Source: an optimization exercise on an open RTL-to-GDS flow (aim: small area, a short achievable clock period and few clock cycles). Production flows keep margins and buffers that such runs may drop. At most, simulation tests tie the RTL to the original design; equivalence was not proved.

Design LASER, start of the top module:
module LASER (
    input CLK,
    input RST,
    input  [3:0] X,
    input  [3:0] Y,
    output [3:0] C1X,
    output [3:0] C1Y,
    output [3:0] C2X,
    output [3:0] C2Y,
    output reg DONE
);
clock: 11.0 ns
lec_check: 0
cap_margin: 20
core_margin: 2
core_utilization: 40
slew_margin: 20
setup_slack_margin: 7
standard.sh (not shown) runs the stock make flow with config.mk's settings and CLKGATE_MAP_FILE= SYNTH_SCRIPT=/design/flow/synth_recipe.tcl, a recipe that flattens the netlist after the stock synthesis.
==> flow/flow/run.sh <==
#!/bin/bash
set -e
cp standard.sh standard.sh.log.txt 2>/dev/null || true
sed -i 's/^export SETUP_SLACK_MARGIN.*$//' config.mk
echo "export SETUP_SLACK_MARGIN = ${MARGIN:-7}" >> config.mk
bash standard.sh > standard.log 2>&1
Edit:
--- a/flow/design.v
+++ b/flow/design.v
@@ -221,43 +221,32 @@
 endfunction
 function [9:0] pick;           
     input [9:0] a, b;
     pick = gt6(b[9:4], a[9:4]) ? b : a;
 endfunction
 reg [5:0] gv_r [0:1];
 reg [2:0] gi_r [0:1];
 reg [3:0] row3;
 reg       wr3;
 genvar gg;
 generate
 for (gg = 0; gg < 2; gg = gg + 1) begin : g_half
-    reg [7:0] alive, hit;
-    reg [5:0] mx;
-    reg [2:0] ix;
-    integer bb, kk;
-    always @(*) begin
-        alive = 8'hff;
-        for (bb = 5; bb >= 0; bb = bb - 1) begin
-            for (kk = 0; kk < 8; kk = kk + 1)
-                hit[kk] = alive[kk] & cov_r[8*gg + kk][bb];
-            mx[bb] = |hit;
-            if (|hit) alive = hit;
-        end
-        ix = 3'd0;
-        for (kk = 7; kk >= 0; kk = kk - 1)
-            if (alive[kk]) ix = kk[2:0];
-    end
+    wire [9:0] p0 = pick({cov_r[8*gg],     4'd0}, {cov_r[8*gg + 1], 4'd1});
+    wire [9:0] p1 = pick({cov_r[8*gg + 2], 4'd2}, {cov_r[8*gg + 3], 4'd3});
+    wire [9:0] p2 = pick({cov_r[8*gg + 4], 4'd4}, {cov_r[8*gg + 5], 4'd5});
+    wire [9:0] p3 = pick({cov_r[8*gg + 6], 4'd6}, {cov_r[8*gg + 7], 4'd7});
+    wire [9:0] p  = pick(pick(p0, p1), pick(p2, p3));
     always @(posedge CLK) begin
-        gv_r[gg] <= mx;
-        gi_r[gg] <= ix;
+        gv_r[gg] <= p[9:4];
+        gi_r[gg] <= p[2:0];
     end
 end
 endgenerate
 reg       v3, sid3, fst3, lst3;
 wire [7:0] Ac = (v3 & lst3) ? F : A;
 always @(posedge CLK) begin
     row3 <= row2;
     v3   <= v2 & ~flush & ~(restart & (sid2 == isid));
     sid3 <= sid2; fst3 <= fst2; lst3 <= lst2; wr3 <= wr2;
     if (v2 && row2 == Ac[7:4])
         mcur <= cov_r[Ac[3:0]];
 end
Worst setup slack improved by 830 ps.
Non-clock buffer count drops by 164.
Wire length drops by 6.4%.
Count of clock-buffer cells in the layout climbs by 5.
Synthesized area climbs by 1.7%.
Maximum frequency climbs by 21%.
Critical path depth drops by 9.
Utilization drops by 2.6 points.
Sequential share of layout area climbs by 1.1 points.
Via count drops by 2.5%.
Final area drops by 3.8%.
No functional check of the RTL was part of any run of this note.

LASER, a different RTL version from the one above (not shown whole).
Size in the first run: ~640 flip-flops.
// LASER
module LASER (
    input CLK,
    input RST,
    input  [3:0] X,
    input  [3:0] Y,
    output [3:0] C1X,
    output [3:0] C1Y,
    output [3:0] C2X,
    output [3:0] C2Y,
    output reg DONE
);
==> flow/config.mk <==
export PLATFORM = sky130hd
export DESIGN_NAME = LASER
export DESIGN_NICKNAME = LASER
export VERILOG_FILES = /design/flow/design.v
export SDC_FILE = /design/flow/constraint.sdc
export NUM_CORES = 4
export LEC_CHECK = 0
export CAP_MARGIN = 20
export CORE_MARGIN = 2
export CORE_UTILIZATION = 40
export SETUP_SLACK_MARGIN = 5
export SLEW_MARGIN = 20
==> flow/constraint.sdc <==
create_clock -name core_clock -period 11.0 [get_ports {CLK}]
set_input_delay 2.2000 -clock core_clock [delete_from_list [all_inputs] [get_ports {CLK}]]
set_output_delay 2.2000 -clock core_clock [all_outputs]
set_load 0.01 [all_outputs]
run.sh (not shown) runs the stock make flow with config.mk's settings and CLKGATE_MAP_FILE= SYNTH_SCRIPT=/design/flow/synth_recipe.tcl, a recipe that flattens the netlist after the stock synthesis.
Stock flow here: none of the scripts above is used.
Testbench counts at the start, summed over its fixed seeds: cycles 11,859.
Rerun with:
--- a/flow/design.v
+++ b/flow/design.v
@@ -16,32 +16,45 @@
 reg        isid;           
 reg  [3:0] r0;             
 reg  [7:0] Fm;             
 reg        pv;             
 reg        role;           
 reg  [7:0] A;              
 reg  [7:0] F;              
-wire       read_last = ~scan & (cnt == 6'd39);
+wire       read_last = ~scan & (cnt == 6'd40);    
 reg  [5:0] best_val;
 reg  [7:0] best_pos;
 reg  [5:0] mcur;           
 reg        eqA;            
 wire       stop;           
 wire       flush  = RST | stop;
-wire       clr    = RST | DONE;    
+reg        RSTr;           
+wire       clr    = RSTr | DONE;   
 reg  [15:0] B [0:15];
-wire [3:0]  yrow = Y - ph - 4'd1;      
+reg  [3:0]  Xr, Yr;        
+reg         pt;            
+wire [3:0]  yrow = Yr - ph - 4'd1;     
 integer i;
 always @(posedge CLK) begin
+    RSTr <= RST;
+    Xr <= X;
+    Yr <= Y;
+    pt <= ~RST & ~scan & (cnt != 6'd40);
     for (i = 0; i < 16; i = i + 1) begin
-        B[i] <= (clr ? 16'd0 : B[(i + 1) % 16]) | ((~scan && ~RST && yrow == i) ? (16'd1 << X) : 16'd0);
+        B[i] <= (clr ? 16'd0 : B[(i + 1) % 16]) | ((pt && yrow == i) ? (16'd1 << Xr) : 16'd0);
     end
 end
 reg  [16:0] h;
 reg  [15:0] fxh;           
+reg  [8:0]  vrow;          
+wire [3:0]  ph_n = ph + 4'd1;
+integer vd;
+always @(posedge CLK)
+    for (vd = 0; vd < 9; vd = vd + 1)
+        vrow[vd] <= ({2'b00, ph_n} + vd >= 4) && ({2'b00, ph_n} + vd <= 19);
 genvar gd, gc;
 function [16:0] hdec;          
     input [3:0] p, fy;
     reg [4:0] d;
     integer k;
     begin
         d = {1'b0, p} - {1'b0, fy};
@@ -63,15 +76,15 @@
         gt6 = g54 | (~l54 & g30);
     end
 endfunction
 wire [8:0] B_w [0:15];                               
 generate
 for (gd = 0; gd < 9; gd = gd + 1) begin : g_row
     localparam integer D = gd - 4;
-    wire valid = (D < 0) ? (ph >= -D) : (ph <= 15 - D);
+    wire valid = vrow[gd];
     wire s4 = h[8 - D];
     wire s3 = h[8 - D + 1] | h[8 - D - 1] | h[8 - D + 2] | h[8 - D - 2];
     wire s2 = h[8 - D + 3] | h[8 - D - 3];
     wire s0 = ((8 - D + 4) <= 16 ? h[(8 - D + 4) % 17] : 1'b0) |
               ((8 - D - 4) >= 0  ? h[(8 - D - 4 + 17) % 17] : 1'b0);
     for (gc = 0; gc < 16; gc = gc + 1) begin : g_col
         wire le0 = fxh[gc];
Result: Cell count rises by a few percent; worst setup slack is worse by 0.43 ns; routed wire length rises by a few percent; fmax falls by a little under a tenth; hold slack is worse by 0.0099 ns.
Testbench counts after the change, summed over its fixed seeds: cycles 11,952.

-- separate check: timing with driven ports --
Ports are ideal in the flow. The routed layouts listed here were re-timed in OpenROAD. Step 1 sets driving cells, clkbuf_16 on the clock port and buf_2 on the other inputs (assumed; they add their load-dependent delay and slew). Step 2 times the ports against the registers' clock, not the clock port: input delays grow and output delays shrink by t, the midpoint of the rising clock arrivals with the driver on. Slacks: ideal / step 1 / step 2; pairs: ideal / step 1.
| run | t, ns | slack for setup (ns) | hold slack, ns | worst register clock-pin slew, ns | cell pins on the clock port's net |
|---|---|---|---|---|---|
| the first run of note 1 | 0.693 | 6.205 / 6.205 / 6.205 | 0.325 / 0.325 / 0.325 | 0.07 / 0.07 | 1 |
| the second run of note 1 | 0.696 | 7.039 / 7.039 / 7.039 | 0.325 / 0.325 / 0.325 | 0.07 / 0.07 | 1 |
| the first run of note 2 | 0.690 | 6.200 / 6.200 / 5.789 | 0.326 / 0.326 / 0.326 | 0.07 / 0.07 | 1 |
| the second run of note 2 | 0.682 | 5.768 / 5.768 / 5.768 | 0.316 / 0.316 / 0.316 | 0.07 / 0.07 | 1 |
After both steps every run listed still meets setup and hold. The setup slack of the first run of note 2, which loses most, moves by 0.000 ns with the drivers and by -0.411 ns with both steps.
